From an optimization exercise on the open Yosys and OpenROAD flow, aimed at small area and a short achievable clock period; shortcuts taken in it are not production practice. RTL that was checked went through simulation tests only; none was proved equivalent to the original. Power figures rest on the tool's default switching activity, not on a simulated workload. The flow treats the clock pin as an ideal source, which a real chip does not have.

==> module spi_slave, before the edit <==
module spi_slave (sclk, rst_n, ss_n, MOSI, col, MISO, hi, lo, wen, wbit);
   localparam int DATA_SIZE = 8;
localparam int INST_SIZE = 16;
localparam int MEM_DEPTH = 128;
localparam int NPART = 2;    
  input                  sclk, rst_n;
  input                  ss_n;
  input                  MOSI;
  input  [NPART*DATA_SIZE-1:0] col;
  output reg             MISO;
  output reg [15:0]      hi;
  output reg [7:0]       lo;
  output                 wen;
  output                 wbit;
  reg       act;    
  reg [4:0] cnt;    
  reg       isw;    
  reg [DATA_SIZE-1:0] sr;      
  reg [DATA_SIZE-1:0] wd;      
  reg [3:0]           wcnt;    
  reg [2:0]           ph;      
  reg [NPART*DATA_SIZE-1:0] rd;   
  always @(posedge sclk) begin
    sr <= {sr[DATA_SIZE-2:0], MOSI};
    ph <= ph + 3'd1;
    rd <= col;
    if (act && cnt == 5'd8) begin
      hi <= 16'd1 << sr[6:3];
      lo <= 8'd1 << sr[2:0];
    end
    if (act && cnt == 5'd16 && isw) begin
      wd   <= sr;
      wcnt <= 4'd8;
    end
    else if (wcnt != 4'd0)
      wcnt <= wcnt - 4'd1;
  end
  assign wen  = (wcnt != 4'd0);
  assign wbit = wd[ph];
  wire [2:0] tap = cnt[2:0] - 3'd1 - ph;
  reg        rbit;
  integer    b;
  always @(*) begin
    rbit = 1'b0;
    for (b = 0; b < NPART; b = b + 1)
      rbit = rbit | rd[b*DATA_SIZE + tap];
  end
  always @(posedge sclk or negedge rst_n) begin
    if (!rst_n) begin
      act  <= 1'b0;
      cnt  <= 5'd0;
      isw  <= 1'b0;
      MISO <= 1'b0;
    end
    else if (!act) begin
      MISO <= 1'b0;
      cnt  <= 5'd0;
      if (!ss_n)
        act <= 1'b1;
    end
    else begin
      if (ss_n)
        act <= 1'b0;
      if (cnt != 5'd31)
        cnt <= cnt + 5'd1;
      if (cnt == 5'd0)
        isw <= MOSI;
      if (!isw && cnt >= 5'd10 && cnt <= 5'd17)
        MISO <= rbit;
    end
  end
endmodule
==> module ram, before the edit <==
module ram (clk, hi, lo, wen, wbit, col);
   localparam int DATA_SIZE = 8;
localparam int INST_SIZE = 16;
localparam int MEM_DEPTH = 128;
localparam int NPART = 2;    
  input                        clk;
  input  [15:0]                hi;
  input  [7:0]                 lo;
  input                        wen;    
  input                        wbit;   
  output [NPART*DATA_SIZE-1:0] col;    
  localparam int ROWS = MEM_DEPTH / NPART;
  wire [DATA_SIZE-1:0] part [0:MEM_DEPTH-1];
  genvar r;
  generate
    for (r = 0; r < MEM_DEPTH; r = r + 1) begin : g
      reg [DATA_SIZE-1:0] q;
      wire sel = hi[r / 8] & lo[r % 8];
      always @(posedge clk)
        q <= {(sel & wen) ? wbit : q[0], q[DATA_SIZE-1:1]};
      assign part[r] = q & {DATA_SIZE{sel}};
    end
  endgenerate
  reg [NPART*DATA_SIZE-1:0] acc;
  integer b, i;
  always @(*) begin
    acc = {NPART*DATA_SIZE{1'b0}};
    for (b = 0; b < NPART; b = b + 1)
      for (i = 0; i < ROWS; i = i + 1)
        acc[b*DATA_SIZE +: DATA_SIZE] = acc[b*DATA_SIZE +: DATA_SIZE] | part[b*ROWS + i];
  end
  assign col = acc;
endmodule
==> module wrapper, before the edit <==
module wrapper(sclk,rst_n,ss_n,MOSI,MISO);
   localparam int DATA_SIZE = 8;
localparam int INST_SIZE = 16;
localparam int MEM_DEPTH = 128;
localparam int NPART = 2;    
  input sclk, rst_n;
  input ss_n;
  input MOSI;
  output MISO;
  wire [15:0]          hi;
  wire [7:0]           lo;
  wire                 wen, wbit;
  wire [NPART*DATA_SIZE-1:0] col;
  spi_slave dut1(sclk,rst_n,ss_n,MOSI,col,MISO,hi,lo,wen,wbit);
  ram dut2(sclk,hi,lo,wen,wbit,col);
endmodule
Settings: LEC_CHECK=0, ABC_CLOCK_PERIOD_IN_PS=2500, CAP_MARGIN=20, CORE_MARGIN=2, CORE_UTILIZATION=50, PLACE_DENSITY=0.6, SETUP_SLACK_MARGIN=4.5, SLEW_MARGIN=20; clock period 7.0 ns.
run.sh (not shown) runs the stock make flow with config.mk's settings and CLKGATE_MAP_FILE= SYNTH_SCRIPT=/design/flow/synth_recipe.tcl, a recipe that flattens the netlist after the stock synthesis.
==> next run, changes <==
==> flow/design.v (replaced) <==
localparam int DATA_SIZE = 8;
localparam int INST_SIZE = 16;
localparam int MEM_DEPTH = 128;
module spi_slave (sclk, rst_n, ss_n, MOSI, col, MISO, hi, lo, wen, wbit);
   localparam int DATA_SIZE = 8;
localparam int INST_SIZE = 16;
localparam int MEM_DEPTH = 128;
  input                  sclk, rst_n;
  input                  ss_n;
  input                  MOSI;
  input  [DATA_SIZE-1:0] col;
  output reg             MISO;
  output reg [15:0]      hi;
  output reg [7:0]       lo;
  output                 wen;
  output                 wbit;
  reg       act;    
  reg [4:0] cnt;    
  reg       isw;    
  reg [DATA_SIZE-1:0] sr;      
  reg [DATA_SIZE-1:0] wd;      
  reg [3:0]           wcnt;    
  reg [2:0]           ph;      
  reg [DATA_SIZE-1:0] rd;      
  always @(posedge sclk) begin
    sr <= {sr[DATA_SIZE-2:0], MOSI};
    ph <= ph + 3'd1;
    rd <= col;
    if (act && cnt == 5'd8) begin
      hi <= 16'd1 << sr[6:3];
      lo <= 8'd1 << sr[2:0];
    end
    if (act && cnt == 5'd16 && isw) begin
      wd   <= sr;
      wcnt <= 4'd8;
    end
    else if (wcnt != 4'd0)
      wcnt <= wcnt - 4'd1;
  end
  assign wen  = (wcnt != 4'd0);
  assign wbit = wd[ph];
  wire [2:0] tap = cnt[2:0] - 3'd1 - ph;
  always @(posedge sclk or negedge rst_n) begin
    if (!rst_n) begin
      act  <= 1'b0;
      cnt  <= 5'd0;
      isw  <= 1'b0;
      MISO <= 1'b0;
    end
    else if (!act) begin
      MISO <= 1'b0;
      cnt  <= 5'd0;
      if (!ss_n)
        act <= 1'b1;
    end
    else begin
      if (ss_n)
        act <= 1'b0;
      if (cnt != 5'd31)
        cnt <= cnt + 5'd1;
      if (cnt == 5'd0)
        isw <= MOSI;
      if (!isw && cnt >= 5'd10 && cnt <= 5'd17)
        MISO <= rd[tap];
    end
  end
endmodule
module ram (clk, hi, lo, wen, wbit, col);
   localparam int DATA_SIZE = 8;
localparam int INST_SIZE = 16;
localparam int MEM_DEPTH = 128;
  input                  clk;
  input  [15:0]          hi;
  input  [7:0]           lo;
  input                  wen;    
  input                  wbit;   
  output [DATA_SIZE-1:0] col;    
  wire [DATA_SIZE-1:0] part [0:MEM_DEPTH-1];
  genvar r;
  generate
    for (r = 0; r < MEM_DEPTH; r = r + 1) begin : g
      reg [DATA_SIZE-1:0] q;
      wire sel = hi[r / 8] & lo[r % 8];
      always @(posedge clk)
        q <= {(sel & wen) ? wbit : q[0], q[DATA_SIZE-1:1]};
      assign part[r] = q & {DATA_SIZE{sel}};
    end
  endgenerate
  reg [DATA_SIZE-1:0] acc;
  integer i;
  always @(*) begin
    acc = {DATA_SIZE{1'b0}};
    for (i = 0; i < MEM_DEPTH; i = i + 1)
      acc = acc | part[i];
  end
  assign col = acc;
endmodule
module wrapper(sclk,rst_n,ss_n,MOSI,MISO);
   localparam int DATA_SIZE = 8;
localparam int INST_SIZE = 16;
localparam int MEM_DEPTH = 128;
  input sclk, rst_n;
  input ss_n;
  input MOSI;
  output MISO;
  wire [15:0]          hi;
  wire [7:0]           lo;
  wire                 wen, wbit;
  wire [DATA_SIZE-1:0] col;
  spi_slave dut1(sclk,rst_n,ss_n,MOSI,col,MISO,hi,lo,wen,wbit);
  ram dut2(sclk,hi,lo,wen,wbit,col);
endmodule
After rerunning:
- worst setup slack gets worse by 82 ps
- routed wire length went down by 30%
- clock power stays flat
- via count is lower by 9.3%
- sequential cell count went down by 8
- power shrinks by 2.5%
- cell count went down by 3.4%
- synthesized area is about the same
- cell area came out lower by 2.2%
- die area barely changes
- hold slack stays flat
- core utilization came out lower by 1.3 points
Only the layout flow was run in the first run of this note; the RTL was not checked for function there.


wrapper, a different RTL version from the one above (not shown whole).
Size in the first run: about 2500 cells after synthesis, ~1100 flip-flops, ~32000 um^2 of cells after synthesis.
==> module spi_slave, before the edit <==
module spi_slave (sclk, rst_n, ss_n, MOSI, col, MISO, hi, lo, lon, wen, wbit);
   localparam int DATA_SIZE = 8;
localparam int INST_SIZE = 16;
localparam int MEM_DEPTH = 128;
  input                  sclk, rst_n;
  input                  ss_n;
  input                  MOSI;
  input  [DATA_SIZE-1:0] col;
  output reg             MISO;
  output reg [15:0]      hi;
  output reg [7:0]       lo;
  output reg [7:0]       lon;
  output                 wen;
  output                 wbit;
  reg       act;    
  reg [4:0] cnt;    
  reg       isw;    
  reg [DATA_SIZE-1:0] sr;      
  reg [DATA_SIZE-1:0] wd;      
  reg [3:0]           wcnt;    
  reg [2:0]           ph;      
  reg [DATA_SIZE-1:0] rd;      
  always @(posedge sclk) begin
    sr <= {sr[DATA_SIZE-2:0], MOSI};
    ph <= ph + 3'd1;
    rd <= col;
    if (act && cnt == 5'd8) begin
      hi <= 16'd1 << sr[6:3];
      lo  <= 8'd1 << sr[2:0];
      lon <= ~(8'd1 << sr[2:0]);
    end
    if (act && cnt == 5'd16 && isw) begin
      wd   <= sr;
      wcnt <= 4'd8;
    end
    else if (wcnt != 4'd0)
      wcnt <= wcnt - 4'd1;
  end
  assign wen  = (wcnt != 4'd0);
  assign wbit = wd[ph];
  wire [2:0] tap = cnt[2:0] - 3'd1 - ph;
  always @(posedge sclk or negedge rst_n) begin
    if (!rst_n) begin
      act  <= 1'b0;
      cnt  <= 5'd0;
      isw  <= 1'b0;
      MISO <= 1'b0;
    end
    else if (!act) begin
      MISO <= 1'b0;
      cnt  <= 5'd0;
      if (!ss_n)
        act <= 1'b1;
    end
    else begin
      if (ss_n)
        act <= 1'b0;
      if (cnt != 5'd31)
        cnt <= cnt + 5'd1;
      if (cnt == 5'd0)
        isw <= MOSI;
      if (!isw && cnt >= 5'd10 && cnt <= 5'd17)
        MISO <= rd[tap];
    end
  end
endmodule
==> module ram, before the edit <==
module ram (clk, hi, lo, lon, wen, wbit, col);
   localparam int DATA_SIZE = 8;
localparam int INST_SIZE = 16;
localparam int MEM_DEPTH = 128;
  input                  clk;
  input  [15:0]          hi;
  input  [7:0]           lo;     
  input  [7:0]           lon;    
  input                  wen;    
  input                  wbit;   
  output [DATA_SIZE-1:0] col;    
  wire [DATA_SIZE-1:0] part [0:MEM_DEPTH-1];
  genvar r;
  generate
    for (r = 0; r < MEM_DEPTH; r = r + 1) begin : g
      reg [DATA_SIZE-1:0] q;
      wire wsel = hi[r / 8] & lo[r % 8];
      wire rsel = hi[r / 8] & ~lon[r % 8];
      always @(posedge clk)
        q <= {(wsel & wen) ? wbit : q[0], q[DATA_SIZE-1:1]};
      assign part[r] = q & {DATA_SIZE{rsel}};
    end
  endgenerate
  reg [DATA_SIZE-1:0] acc;
  integer i;
  always @(*) begin
    acc = {DATA_SIZE{1'b0}};
    for (i = 0; i < MEM_DEPTH; i = i + 1)
      acc = acc | part[i];
  end
  assign col = acc;
endmodule
==> module wrapper, before the edit <==
module wrapper(sclk,rst_n,ss_n,MOSI,MISO);
   localparam int DATA_SIZE = 8;
localparam int INST_SIZE = 16;
localparam int MEM_DEPTH = 128;
  input sclk, rst_n;
  input ss_n;
  input MOSI;
  output MISO;
  wire [15:0]          hi;
  wire [7:0]           lo, lon;
  wire                 wen, wbit;
  wire [DATA_SIZE-1:0] col;
  spi_slave dut1(sclk,rst_n,ss_n,MOSI,col,MISO,hi,lo,lon,wen,wbit);
  ram dut2(sclk,hi,lo,lon,wen,wbit,col);
endmodule
clock: 7.0 ns
lec_check: 0
abc_clock_period_in_ps: 2500
cap_margin: 20
core_margin: 2
core_utilization: 70
place_density: 0.75
setup_slack_margin: 4.5
slew_margin: 20
standard.sh (not shown) runs the stock make flow with config.mk's settings and CLKGATE_MAP_FILE= SYNTH_SCRIPT=/design/flow/synth_recipe.tcl, a recipe that flattens the netlist after the stock synthesis.
==> flow/flow/run.sh <==
#!/bin/bash
# Standard layout, with clock tree synthesis told to build larger sink
# clusters and to add no dummy loads.
set -euo pipefail
export CTS_ARGS="-sink_clustering_enable -repair_clock_nets -dont_use_dummy_load -sink_clustering_size 30 -sink_clustering_max_diameter 80"
bash standard.sh > standard.log 2>&1
Rerun with:
==> flow/design.v (replaced) <==
localparam int DATA_SIZE = 8;
localparam int INST_SIZE = 16;
localparam int MEM_DEPTH = 128;
module spi_slave (sclk, rst_n, ss_n, MOSI, col, MISO, pa, pb, pc, wen, wbit);
   localparam int DATA_SIZE = 8;
localparam int INST_SIZE = 16;
localparam int MEM_DEPTH = 128;
  input                  sclk, rst_n;
  input                  ss_n;
  input                  MOSI;
  input  [DATA_SIZE-1:0] col;
  output reg             MISO;
  output reg [3:0]       pa;     
  output reg [7:0]       pb;     
  output reg [3:0]       pc;     
  output                 wen;
  output                 wbit;
  reg       act;    
  reg [4:0] cnt;    
  reg       isw;    
  reg [DATA_SIZE-1:0] sr;      
  reg [DATA_SIZE-1:0] wd;      
  reg [3:0]           wcnt;    
  reg [2:0]           ph;      
  reg [DATA_SIZE-1:0] rd;      
  always @(posedge sclk) begin
    sr <= {sr[DATA_SIZE-2:0], MOSI};
    ph <= ph + 3'd1;
    rd <= col;
    if (act && cnt == 5'd8) begin
      pa <= 4'd1 << sr[6:5];
      pb <= 8'd1 << sr[4:2];
      pc <= 4'd1 << sr[1:0];
    end
    if (act && cnt == 5'd16 && isw) begin
      wd   <= sr;
      wcnt <= 4'd8;
    end
    else if (wcnt != 4'd0)
      wcnt <= wcnt - 4'd1;
  end
  assign wen  = (wcnt != 4'd0);
  assign wbit = wd[ph];
  wire [2:0] tap = cnt[2:0] - 3'd1 - ph;
  always @(posedge sclk or negedge rst_n) begin
    if (!rst_n) begin
      act  <= 1'b0;
      cnt  <= 5'd0;
      isw  <= 1'b0;
      MISO <= 1'b0;
    end
    else if (!act) begin
      MISO <= 1'b0;
      cnt  <= 5'd0;
      if (!ss_n)
        act <= 1'b1;
    end
    else begin
      if (ss_n)
        act <= 1'b0;
      if (cnt != 5'd31)
        cnt <= cnt + 5'd1;
      if (cnt == 5'd0)
        isw <= MOSI;
      if (!isw && cnt >= 5'd10 && cnt <= 5'd17)
        MISO <= rd[tap];
    end
  end
endmodule
module ram (clk, pa, pb, pc, wen, wbit, col);
   localparam int DATA_SIZE = 8;
localparam int INST_SIZE = 16;
localparam int MEM_DEPTH = 128;
  input                  clk;
  input  [3:0]           pa;     
  input  [7:0]           pb;     
  input  [3:0]           pc;     
  input                  wen;    
  input                  wbit;   
  output [DATA_SIZE-1:0] col;    
  wire [DATA_SIZE-1:0] part [0:MEM_DEPTH-1];
  genvar r;
  generate
    for (r = 0; r < MEM_DEPTH; r = r + 1) begin : g
      reg [DATA_SIZE-1:0] q;
      wire sel = pa[r / 32] & pb[(r / 4) % 8] & pc[r % 4];
      always @(posedge clk)
        q <= {(sel & wen) ? wbit : q[0], q[DATA_SIZE-1:1]};
      assign part[r] = q & {DATA_SIZE{sel}};
    end
  endgenerate
  reg [DATA_SIZE-1:0] acc;
  integer i;
  always @(*) begin
    acc = {DATA_SIZE{1'b0}};
    for (i = 0; i < MEM_DEPTH; i = i + 1)
      acc = acc | part[i];
  end
  assign col = acc;
endmodule
module wrapper(sclk,rst_n,ss_n,MOSI,MISO);
   localparam int DATA_SIZE = 8;
localparam int INST_SIZE = 16;
localparam int MEM_DEPTH = 128;
  input sclk, rst_n;
  input ss_n;
  input MOSI;
  output MISO;
  wire [3:0]           pa, pc;
  wire [7:0]           pb;
  wire                 wen, wbit;
  wire [DATA_SIZE-1:0] col;
  spi_slave dut1(sclk,rst_n,ss_n,MOSI,col,MISO,pa,pb,pc,wen,wbit);
  ram dut2(sclk,pa,pb,pc,wen,wbit,col);
endmodule
Outcome:
- cell count barely changes
- register-to-register slack hardly moves
- count of clock-buffer cells in the layout does not change
- cell area drops slightly
- via count climbs by a few percent
- critical path depth climbs by 3
- worst setup slack gains 0.0075 ns
Function was not checked in any run of this note: the RTL went through the layout flow alone.

[separate check: timing with driven ports]
Ports are ideal in the flow. The routed layouts listed here were re-timed in OpenROAD.
Step 1: set_driving_cell puts a clkbuf_16 on sclk and a buf_2 on each other input, an assumption about the parent block.
Step 2, shift: input delay + t, output delay - t, t = (earliest + latest rising clock arrival at the registers) / 2. This alone moves slack from input paths to output paths.
Three values: ideal, step 1, step 2; two values: the first two.
run	t (ns)	slack for setup (ns)	clock arrival spread, ns	pins driven straight from the clock port
the first run of note 1	0.723	4.436 / 4.375 / 4.436	0.030 / 0.030	1
the second run of note 1	0.726	4.355 / 4.355 / 4.355	0.031 / 0.031	1
the first run of note 2	0.674	4.271 / 4.271 / 4.271	0.052 / 0.052	1
the second run of note 2	0.670	4.278 / 4.278 / 4.278	0.086 / 0.086	1
After both steps every run listed still meets setup and hold.
